Context: an optimization exercise on an open-source flow, tuned for small area and a short achievable clock period. The choices shown serve that exercise and are no tape-out recipe. RTL that was checked went through simulation tests only; none was proved equivalent to the original. Power is estimated from default activity; no workload was simulated.

==> flow/design.v (excerpt) <==
module topmodule (
	input clk, rst,
	output [31:0] PC_out, RD1, RD2,
	output wire [31:0] Inst,
	output REGWr,
	output [3:0] ALUCnt,
	output [31:0] ALUOutW, ReadDataW,
	input [31:0] InstrF,
	output [31:0] DataAdrM, WriteDataM,
	output MemWriteM,
	input [31:0] ReadDataM);
Size: about 3400 cells after synthesis, ~0.038 mm2 of cells after synthesis.
==> flow/config.mk <==
export PLATFORM = sky130hd
export DESIGN_NAME = topmodule
export DESIGN_NICKNAME = topmodule
export VERILOG_FILES = /design/flow/design.v
export SDC_FILE = /design/flow/constraint.sdc
export NUM_CORES = 8
export LEC_CHECK = 0
export CAP_MARGIN = 25
export CORE_MARGIN = 2
export CORE_UTILIZATION = 55
export PLACE_DENSITY = 0.75
export SLEW_MARGIN = 25
==> flow/constraint.sdc <==
create_clock -name core_clock -period 10.0 [get_ports {clk}]
set_input_delay 2.0000 -clock core_clock [delete_from_list [all_inputs] [get_ports {clk}]]
set_output_delay 2.0000 -clock core_clock [all_outputs]
set_load 0.01 [all_outputs]
standard.sh (not shown) runs the stock make flow with config.mk's settings and CLKGATE_MAP_FILE= SYNTH_SCRIPT=/design/flow/synth_recipe.tcl, a recipe that flattens the netlist after the stock synthesis.
==> flow/flow/run.sh <==
#!/bin/bash
set -euo pipefail
cd "$(dirname "$0")/.."
bash standard.sh \
  "BUFFER_PORTS_ARGS=-buffer_cell sky130_fd_sc_hd__buf_1" \
  MATCH_CELL_FOOTPRINT=0 \
  SETUP_SLACK_MARGIN=6.4 \
  "CTS_ARGS=-sink_clustering_enable -repair_clock_nets -dont_use_dummy_load -sink_clustering_size 15 -sink_clustering_max_diameter 50 -buf_list sky130_fd_sc_hd__clkbuf_8" \
  finish > flow_make.log 2>&1
The starting point completed with no timing, DRC or antenna violations.
Edit:
==> flow/flow/run.sh (replaced) <==
#!/bin/bash
set -euo pipefail
cd "$(dirname "$0")/.."
export OWN_ABC_SCRIPT="$PWD/flow/abc_map.script"
export FLOW_SYNTH_TCL="$PWD/synth_recipe.tcl"
bash standard.sh \
  "SYNTH_SCRIPT=$PWD/flow/synth.tcl" \
  "BUFFER_PORTS_ARGS=-buffer_cell sky130_fd_sc_hd__buf_1" \
  MATCH_CELL_FOOTPRINT=0 \
  SETUP_SLACK_MARGIN=6.62 \
  "CTS_ARGS=-sink_clustering_enable -repair_clock_nets -dont_use_dummy_load -sink_clustering_size 18 -sink_clustering_max_diameter 60 -buf_list sky130_fd_sc_hd__clkbuf_8" \
  finish > flow_make.log 2>&1
==> flow/flow/abc_map.script (new file) <==
&get -n
&st
&syn2
&dch
&nf
&st
&syn2
&dch
&nf
&put
==> flow/flow/synth.tcl (new file) <==
# The standard flow's synthesis (synth_recipe.tcl, which sources ORFS's synth.tcl), with
# only the ABC mapping script replaced by flow/abc_map.script.
proc abc {args} {
  set i [lsearch -exact $args -script]
  if {$i >= 0} { lset args [expr {$i + 1}] $::env(OWN_ABC_SCRIPT) }
  yosys abc {*}$args
}
source $::env(FLOW_SYNTH_TCL)
CORE_UTILIZATION = 50   (was 55)
PLACE_DENSITY = 0.7   (was 0.75)
After rerunning: The new run finished with timing, DRC and antenna clean. Wire length falls by 5.8%. Count of clock-buffer cells in the layout shrinks by 20. Power fell by 2.9%. Global-route usage came out lower by 3.0 points. Utilization decreases by 2.4 points. Final cell count came out lower by 4.6%. Sequential cell count is unchanged. Fmax shrinks by 25%. Combinational power decreases by about 2%. Worst setup slack degrades by 1.2 ns. First-iteration DRC count is higher by 7.4%.
Edit:
==> flow/flow/run.sh (replaced) <==
#!/bin/bash
set -euo pipefail
cd "$(dirname "$0")/.."
bash standard.sh \
  "BUFFER_PORTS_ARGS=-buffer_cell sky130_fd_sc_hd__buf_1" \
  MATCH_CELL_FOOTPRINT=0 \
  SETUP_SLACK_MARGIN=6.55 \
  "CTS_ARGS=-sink_clustering_enable -repair_clock_nets -dont_use_dummy_load -sink_clustering_size 15 -sink_clustering_max_diameter 50 -buf_list sky130_fd_sc_hd__clkbuf_8" \
  finish > flow_make.log 2>&1
GPL_ROUTABILITY_DRIVEN = 0   (was not set)
removed: flow/flow/abc_map.script
removed: flow/flow/synth.tcl
Outcome: The changed run produced a clean layout. Sequential cell count is unchanged. Global-route usage came out higher by 0.16 points. Design area came out higher by 3.1%. Power climbs by 3.3%. Synthesized cell count grows by 16%. Wire length is higher by 8.6%.
Edit:
==> flow/flow/run.sh (replaced) <==
#!/bin/bash
set -euo pipefail
cd "$(dirname "$0")/.."
export OWN_ABC_SCRIPT="$PWD/flow/abc_map.script"
export FLOW_SYNTH_TCL="$PWD/synth_recipe.tcl"
bash standard.sh \
  "SYNTH_SCRIPT=$PWD/flow/synth.tcl" \
  "BUFFER_PORTS_ARGS=-buffer_cell sky130_fd_sc_hd__buf_1" \
  MATCH_CELL_FOOTPRINT=0 \
  SETUP_SLACK_MARGIN=6.62 \
  "CTS_ARGS=-sink_clustering_enable -repair_clock_nets -dont_use_dummy_load -sink_clustering_size 18 -sink_clustering_max_diameter 60 -buf_list sky130_fd_sc_hd__clkbuf_8" \
  finish > flow_make.log 2>&1
==> flow/flow/abc_map.script (new file) <==
&get -n
&st
&dch
&nf
&st
&syn2
&if -g -K 6
&synch2
&nf
&st
&syn2
&if -g -K 6
&synch2
&nf
&st
&syn2
&if -g -K 6
&synch2
&nf
&st
&syn2
&if -g -K 6
&synch2
&nf
&st
&syn2
&if -g -K 6
&synch2
&nf
&put
==> flow/flow/synth.tcl (new file) <==
# The standard flow's synthesis (synth_recipe.tcl, which sources ORFS's synth.tcl), with
# only the ABC mapping script replaced by flow/abc_map.script.
proc abc {args} {
  set i [lsearch -exact $args -script]
  if {$i >= 0} { lset args [expr {$i + 1}] $::env(OWN_ABC_SCRIPT) }
  yosys abc {*}$args
}
source $::env(FLOW_SYNTH_TCL)
GPL_ROUTABILITY_DRIVEN = not set   (was 0)
Non-clock buffer count is higher by 39.
Setup slack improves by 0.035 ns.
Global-route usage is higher by 1.8 points.
Worst hold slack degrades by 0.0044 ns.
Sequential share of layout area is lower by 0.37 points.
Wire length is higher by a few percent.
Fmax is higher slightly.
Register-to-register slack improves by 0.02 ns.
Design area is higher slightly.

Starting RTL as in the previous note.
Settings: LEC_CHECK=0, CAP_MARGIN=25, CORE_MARGIN=2, CORE_UTILIZATION=50, PLACE_DENSITY=0.7, SLEW_MARGIN=25; clock period 10.0 ns.
==> flow/flow/run.sh <==
#!/bin/bash
set -euo pipefail
cd "$(dirname "$0")/.."
bash standard.sh \
  "BUFFER_PORTS_ARGS=-buffer_cell sky130_fd_sc_hd__buf_1" \
  MATCH_CELL_FOOTPRINT=0 \
  SETUP_SLACK_MARGIN=6.7 \
  "CTS_ARGS=-sink_clustering_enable -repair_clock_nets -dont_use_dummy_load -sink_clustering_size 18 -sink_clustering_max_diameter 60 -buf_list sky130_fd_sc_hd__clkbuf_8" \
  finish > flow_make.log 2>&1
The starting point passed the timing, DRC and antenna checks.
Rerun with:
==> flow/flow/run.sh (replaced) <==
#!/bin/bash
set -euo pipefail
cd "$(dirname "$0")/.."
bash standard.sh \
  "BUFFER_PORTS_ARGS=-buffer_cell sky130_fd_sc_hd__buf_1" \
  MATCH_CELL_FOOTPRINT=0 \
  SETUP_SLACK_MARGIN=6.62 \
  "CTS_ARGS=-sink_clustering_enable -repair_clock_nets -dont_use_dummy_load -sink_clustering_size 16 -sink_clustering_max_diameter 55 -buf_list sky130_fd_sc_hd__clkbuf_8" \
  finish > flow_make.log 2>&1
=> Via count shrinks by 0.95%. Critical path depth shrinks by 3. First-iteration DRC count came out lower by about 3.2%.
Rerun with:
==> flow/flow/run.sh (replaced) <==
#!/bin/bash
set -euo pipefail
cd "$(dirname "$0")/.."
bash standard.sh \
  "BUFFER_PORTS_ARGS=-buffer_cell sky130_fd_sc_hd__buf_1" \
  MATCH_CELL_FOOTPRINT=0 \
  SETUP_SLACK_MARGIN=6.62 \
  "CTS_ARGS=-sink_clustering_enable -repair_clock_nets -dont_use_dummy_load -sink_clustering_size 15 -sink_clustering_max_diameter 50 -buf_list sky130_fd_sc_hd__clkbuf_8" \
  finish > flow_make.log 2>&1
Settings changed: GPL_ROUTABILITY_DRIVEN from default to 0.
Effect: Power went up by a few percent. Sequential power stays flat. Global-route usage came out higher by 0.18 points. Final cell count grows slightly. Area after synthesis does not change. Worst setup slack gets worse by 190 ps. Maximum frequency fell by a few percent. Worst hold slack loses 22 ps.

Setup of TR:
Another version of the RTL of topmodule (not shown whole).
For scale: roughly 3600 cells after synthesis, roughly 850 flip-flops, ~330 I/O pins, ~0.040 mm2 of cells after synthesis.
clock: 10.0 ns
lec_check: 0
cap_margin: 20
core_margin: 2
core_utilization: 50
cts_buf_list: sky130_fd_sc_hd__clkbuf_4 sky130_fd_sc_hd__clkbuf_8
slew_margin: 20
run.sh (not shown) runs the stock make flow with config.mk's settings and CLKGATE_MAP_FILE= SYNTH_SCRIPT=/design/flow/synth_recipe.tcl, a recipe that flattens the netlist after the stock synthesis.
Stock flow here: none of the scripts above is used.
Input-level comparison between JK and TR:
==> flow/flow/run.sh (new file) <==
#!/bin/bash
set -euo pipefail
cd "$(dirname "$0")/.."
bash standard.sh \
  "BUFFER_PORTS_ARGS=-buffer_cell sky130_fd_sc_hd__buf_2" \
  MATCH_CELL_FOOTPRINT=0 \
  SETUP_SLACK_MARGIN=${MARGIN:-6} \
  finish > flow_make.log 2>&1
==> flow/standard.sh (new file) <==
#!/bin/bash
# synth_recipe.tcl (not shown) runs the flow's synth.tcl, then flattens the netlist and writes it again
# the make line also repeats each setting of config.mk as NAME=value (left out here)
make -C /OpenROAD-flow-scripts/flow DESIGN_CONFIG=/design/flow/config.mk WORK_HOME=/design/flow/orfs CLKGATE_MAP_FILE= SYNTH_SCRIPT=/design/flow/synth_recipe.tcl "${@:-finish}"
-- flow/config.mk --
<<< TR, line 9
export CORE_MARGIN = 2
export CORE_UTILIZATION = 50
export CTS_BUF_LIST = sky130_fd_sc_hd__clkbuf_4 sky130_fd_sc_hd__clkbuf_8
export SLEW_MARGIN = 20
>>> JK, line 9
export CORE_MARGIN = 2
export CORE_UTILIZATION = 50
export SLEW_MARGIN = 20
removed: flow/run.sh
[summary]
Max sequential group power across TR and JK: TR
In JK relative to TR, wire length of the first global-routing pass had gone down slightly.
In JK, the proportion of power drawn by combinational gates came out 0.5 points below the value in TR.
| global-route usage | lower: JK |
JK vs. TR: timing-limited maximum frequency has increased; combinational power has remained practically unchanged; count of routing violations after the opening detailed-route iteration has decreased.
Against TR, number of clock buffers inserted by TritonCTS in JK fell by more than a quarter.
Re non-clock buffer count: TR and JK aren't equal, and the lower value belongs to TR.
Looking at sequential share of layout area across TR and JK, the one that comes out lower is TR.
Note that the clock-buffer cell count recorded for JK amounts to 0.64 times the value seen in TR.
Function was not checked in any run of this note: the RTL went through the layout flow alone.

re-timing with driven ports:
In the flow no input, the clock included, has a driving cell. The finished layouts below were timed again as built, in two steps. Step 1: set_driving_cell puts a clkbuf_16 on clk and a buf_2 on each other input, an assumption about the parent block. Step 2 times the ports against the registers' clock, not the clock port: input delays grow and output delays shrink by t, the midpoint of the rising clock arrivals with the driver on. Slacks: ideal ports / drivers / drivers and shift; pairs: ideal ports / drivers.
run	t, ns	slack for setup (ns)	clock arrival spread, ns	worst data-port slew with drivers (ns)
the first run of note 1	0.757	6.363 / 6.342 / 5.858	0.107 / 0.108	0.14
the second run of note 1	0.748	5.156 / 5.156 / 5.156	0.082 / 0.082	0.05
the third run of note 1	0.779	6.515 / 6.451 / 5.933	0.104 / 0.104	0.11
the fourth run of note 1	0.782	6.549 / 6.478 / 5.916	0.100 / 0.100	0.10
the first run of note 2	0.733	6.578 / 6.621 / 5.888	0.123 / 0.122	0.05
the second run of note 2	0.742	6.606 / 6.545 / 5.948	0.109 / 0.108	0.05
the third run of note 2	0.766	6.418 / 6.418 / 6.133	0.079 / 0.079	0.06
TR	0.887	5.209 / 5.209 / 5.142	0.054 / 0.054	0.08
JK	0.736	5.885 / 5.885 / 5.467	0.041 / 0.041	0.06
After both steps setup and hold are still met in every run listed. The setup slack of the first run of note 2, which loses most, moves by +0.043 ns with the drivers and by -0.690 ns with both steps.
